Background: an optimization exercise with open tools, aiming at small area and a short achievable clock period. Do not read the settings as production practice.
In this exercise RTL edits were held to simulation tests only and were not proved equivalent to the original.

== v50 ==
==> flow/design.v (excerpt) <==
module mas_mul_radix_top (
  input               clk,
  input               rstn,
  input        [31:0] in1,
  input        [31:0] in2,
  output logic [63:0] res
);
export LEC_CHECK = 0
export CAP_MARGIN = 50
export CORE_MARGIN = 2
export CORE_UTILIZATION = 60
export SLEW_MARGIN = 75
export SYNTH_HIERARCHICAL = 1
export SYNTH_MINIMUM_KEEP_SIZE = 0
create_clock -name core_clock -period 13.5 [get_ports {clk}]
standard.sh (not shown) runs the stock make flow with config.mk's settings and CLKGATE_MAP_FILE= SYNTH_SCRIPT=/design/flow/synth_recipe.tcl, a recipe that flattens the netlist after the stock synthesis.
==> flow/flow/run.sh <==
#!/bin/bash
# Own layout flow: the standard synthesis, then the standard layout
# with port buffers made from plain buffers (buffer_ports -buffer_cell) and
# a larger setup margin for ORFS's timing repair.  Each tool's output goes
# to a log file here.
set -euo pipefail
bash standard.sh synth > synth.log 2>&1
bash standard.sh "BUFFER_PORTS_ARGS=-buffer_cell sky130_fd_sc_hd__buf_2" SETUP_SLACK_MARGIN=5.5  finish > layout.log 2>&1
v50 finished every stage and its layout cleared the timing, DRC and antenna checks.
> inputs changed (v50 -> v14)
==> flow/flow/run.sh <==
#!/bin/bash
# Own layout flow: the standard synthesis and layout, with the port
# buffers made from plain buffers (buffer_ports -buffer_cell) instead of the
# cell buffer_ports picks by itself.  Each tool's output goes to a log here.
set -euo pipefail
bash standard.sh synth > synth.log 2>&1
bash standard.sh "BUFFER_PORTS_ARGS=-buffer_cell sky130_fd_sc_hd__buf_2" finish > layout.log 2>&1
--- a/flow/config.mk
+++ b/flow/config.mk
@@ -7,6 +7,7 @@
 export LEC_CHECK = 0
-export CAP_MARGIN = 50
+export CAP_MARGIN = 30
 export CORE_MARGIN = 2
 export CORE_UTILIZATION = 60
-export SLEW_MARGIN = 75
+export SETUP_SLACK_MARGIN = 5
+export SLEW_MARGIN = 50
 export SYNTH_HIERARCHICAL = 1
Notes after the runs:
- All of v14 and v50 finish clean.
- The higher utilization after layout came out of v50.
- Taking v50 as the reference, in v14 last weighted congestion value of the routability-driven placer fell about 0.9%, post-placement worst setup slack lower.
- Number of antenna violations at the first check in global routing: v14 vs v50 up 1
- Reported for v14 and v50, fraction of the yosys area taken by sequential cells turned out identical to the last digit.
- Diff v50 -> v14: total stage count of the critical path went down 2; global-route usage went down 2.9 points; synthesis-to-layout area growth went down 15 points; met3 routing resource usage after global routing went down 2.6 points.
The following lists how v33 was set up differently from v14:
--- a/flow/config.mk
+++ b/flow/config.mk
@@ -7,7 +7,6 @@
 export LEC_CHECK = 0
-export CAP_MARGIN = 30
+export CAP_MARGIN = 20
 export CORE_MARGIN = 2
 export CORE_UTILIZATION = 60
-export SETUP_SLACK_MARGIN = 5
-export SLEW_MARGIN = 50
+export SLEW_MARGIN = 20
 export SYNTH_HIERARCHICAL = 1
## What came out
Across v14 and v33, none had a timing, DRC or antenna violation. Of the two values seen for launch point of the worst path, in2[9] was produced by v14 and in2[5] by v33. Utilization of the core after routing for v33 is lower than for v14. Delta (v33 minus v14): fraction of layout cells with a size suffix above 1 now smaller, via count moved down, post-placement cell count has decreased, setup slack shrank by 1.21 ns, non-clock inverter total of the final layout was more or less identical. Between v14 and v33, the area after synthesis does not differ in any meaningful way. In the flow results for v14 and v33, the routed length on met1 is larger on v33. In v33, multi-input gate share of the layout cell area is higher than in v14. v33 gives less area added between synthesis and finish than v14 did.
Input-level comparison between v1 and v33:
==> flow/flow/run.sh <==
#!/bin/bash
# Own layout flow: the standard flow's synthesis script with ABC told to expect a light
# output load (ABC_LOAD_IN_FF=1, so it does not upsize the small gates), then
# the standard layout with port buffers made from plain buffers
# (buffer_ports -buffer_cell) and a setup margin for ORFS's timing repair.
# Each tool's output goes to a log file here.
set -euo pipefail
bash standard.sh ABC_LOAD_IN_FF=1 synth > synth.log 2>&1
bash standard.sh "BUFFER_PORTS_ARGS=-buffer_cell sky130_fd_sc_hd__buf_2" SETUP_SLACK_MARGIN=5.15 finish > layout.log 2>&1
--- a/flow/config.mk
+++ b/flow/config.mk
@@ -7,6 +7,6 @@
 export LEC_CHECK = 0
-export CAP_MARGIN = 20
+export CAP_MARGIN = 30
 export CORE_MARGIN = 2
 export CORE_UTILIZATION = 60
-export SLEW_MARGIN = 20
+export SLEW_MARGIN = 50
 export SYNTH_HIERARCHICAL = 1
Results
v1 against v33: worst stage delay on the critical path -0.25 ns; proportion of layout cells with a drive suffix above 1 lost 2.5 points; fraction of the cycle the final worst path needs fell 9.5 points. Min standard cell core area across v1 and v33: v1. Going from v33 to v1, the met3 usage was found to have gone up by 0.81 points. Between v1 and v33, the difference in clock edge transition at the registers on the reported setup and hold paths is negligible.
[inputs] v58 vs v1
==> flow/flow/run.sh <==
#!/bin/bash
# Own layout flow: the standard synthesis and layout, with the port
# buffers made from plain buffers (buffer_ports -buffer_cell) instead of the
# cell buffer_ports picks by itself.  Each tool's output goes to a log here.
set -euo pipefail
bash standard.sh synth > synth.log 2>&1
bash standard.sh "BUFFER_PORTS_ARGS=-buffer_cell sky130_fd_sc_hd__buf_2" finish > layout.log 2>&1
--- a/flow/config.mk
+++ b/flow/config.mk
@@ -7,6 +7,7 @@
 export LEC_CHECK = 0
-export CAP_MARGIN = 30
+export CAP_MARGIN = 50
 export CORE_MARGIN = 2
 export CORE_UTILIZATION = 60
-export SLEW_MARGIN = 50
+export SETUP_SLACK_MARGIN = 4.5
+export SLEW_MARGIN = 75
 export SYNTH_HIERARCHICAL = 1
Results
Count of clock-buffer cells in the layout: v58 vs v1 down 1. Min met3 capacity usage during global routing across v1 and v58: v58. Compared with v1, in v58 initial detailed-routing violation count fell by 52, global-route wire length before repair fell by 3700 microns.
diff inputs: v58 => v5
==> flow/flow/run.sh <==
#!/bin/bash
# Own layout flow: the standard flow's synthesis script with ABC told to expect a light
# output load (ABC_LOAD_IN_FF=1, so it does not upsize the small gates), then
# the standard layout with port buffers made from plain buffers
# (buffer_ports -buffer_cell) and a setup margin for ORFS's timing repair.
# Each tool's output goes to a log file here.
set -euo pipefail
bash standard.sh ABC_LOAD_IN_FF=1 synth > synth.log 2>&1
bash standard.sh "BUFFER_PORTS_ARGS=-buffer_cell sky130_fd_sc_hd__buf_2" SETUP_SLACK_MARGIN=5 finish > layout.log 2>&1
--- a/flow/config.mk
+++ b/flow/config.mk
@@ -7,7 +7,6 @@
 export LEC_CHECK = 0
-export CAP_MARGIN = 50
+export CAP_MARGIN = 30
 export CORE_MARGIN = 2
 export CORE_UTILIZATION = 60
-export SETUP_SLACK_MARGIN = 4.5
-export SLEW_MARGIN = 75
+export SLEW_MARGIN = 50
 export SYNTH_HIERARCHICAL = 1
Results
Min number of buffers other than clock buffers in the final layout across v5 and v58: v58
Summary: die footprint, v5 better than v58
Reported for v5 and v58, storage element area turned out identical to the last digit.
Sort v5 and v58 by final RePlAce weighted congestion asc -> top: v58

[afterwards: timing with drivers on the ports]
How much do the figures lean on ideal ports? The routed layouts below were timed once more, with nothing changed but the port constraints. Step 1 (the two cells are an assumption about what drives the block):
set clk [get_ports {clk}]
set_driving_cell -lib_cell sky130_fd_sc_hd__clkbuf_16 $clk
set_driving_cell -lib_cell sky130_fd_sc_hd__buf_2 [delete_from_list [all_inputs] $clk]
Step 2 times the ports against the registers' clock, not the clock port: input delays grow and output delays shrink by t, the midpoint of the rising clock arrivals with the driver on. Three values: no drivers, after step 1, after step 2; two values: the first two.
| run | t (ns) | slack for setup (ns) | worst setup path after step 2 | slew at the worst register clock pin (ns) |
|---|---|---|---|---|
| v50 | 0.396 | 5.418 / 5.427 / 5.031 | input to register | 0.07 / 0.07 |
| v14 | 0.394 | 5.069 / 5.095 / 4.702 | input to register | 0.07 / 0.07 |
| v33 | 0.402 | 3.864 / 3.881 / 3.479 | input to register | 0.07 / 0.07 |
| v1 | 0.408 | 5.144 / 5.188 / 4.780 | input to register | 0.06 / 0.06 |
| v58 | 0.400 | 4.771 / 4.800 / 4.400 | input to register | 0.07 / 0.07 |
| v5 | 0.420 | 5.065 / 5.107 / 4.687 | input to register | 0.07 / 0.07 |
After both steps every run listed still meets setup and hold. The setup slack of v50, which loses most, moves by +0.009 ns with the drivers and by -0.387 ns with both steps.
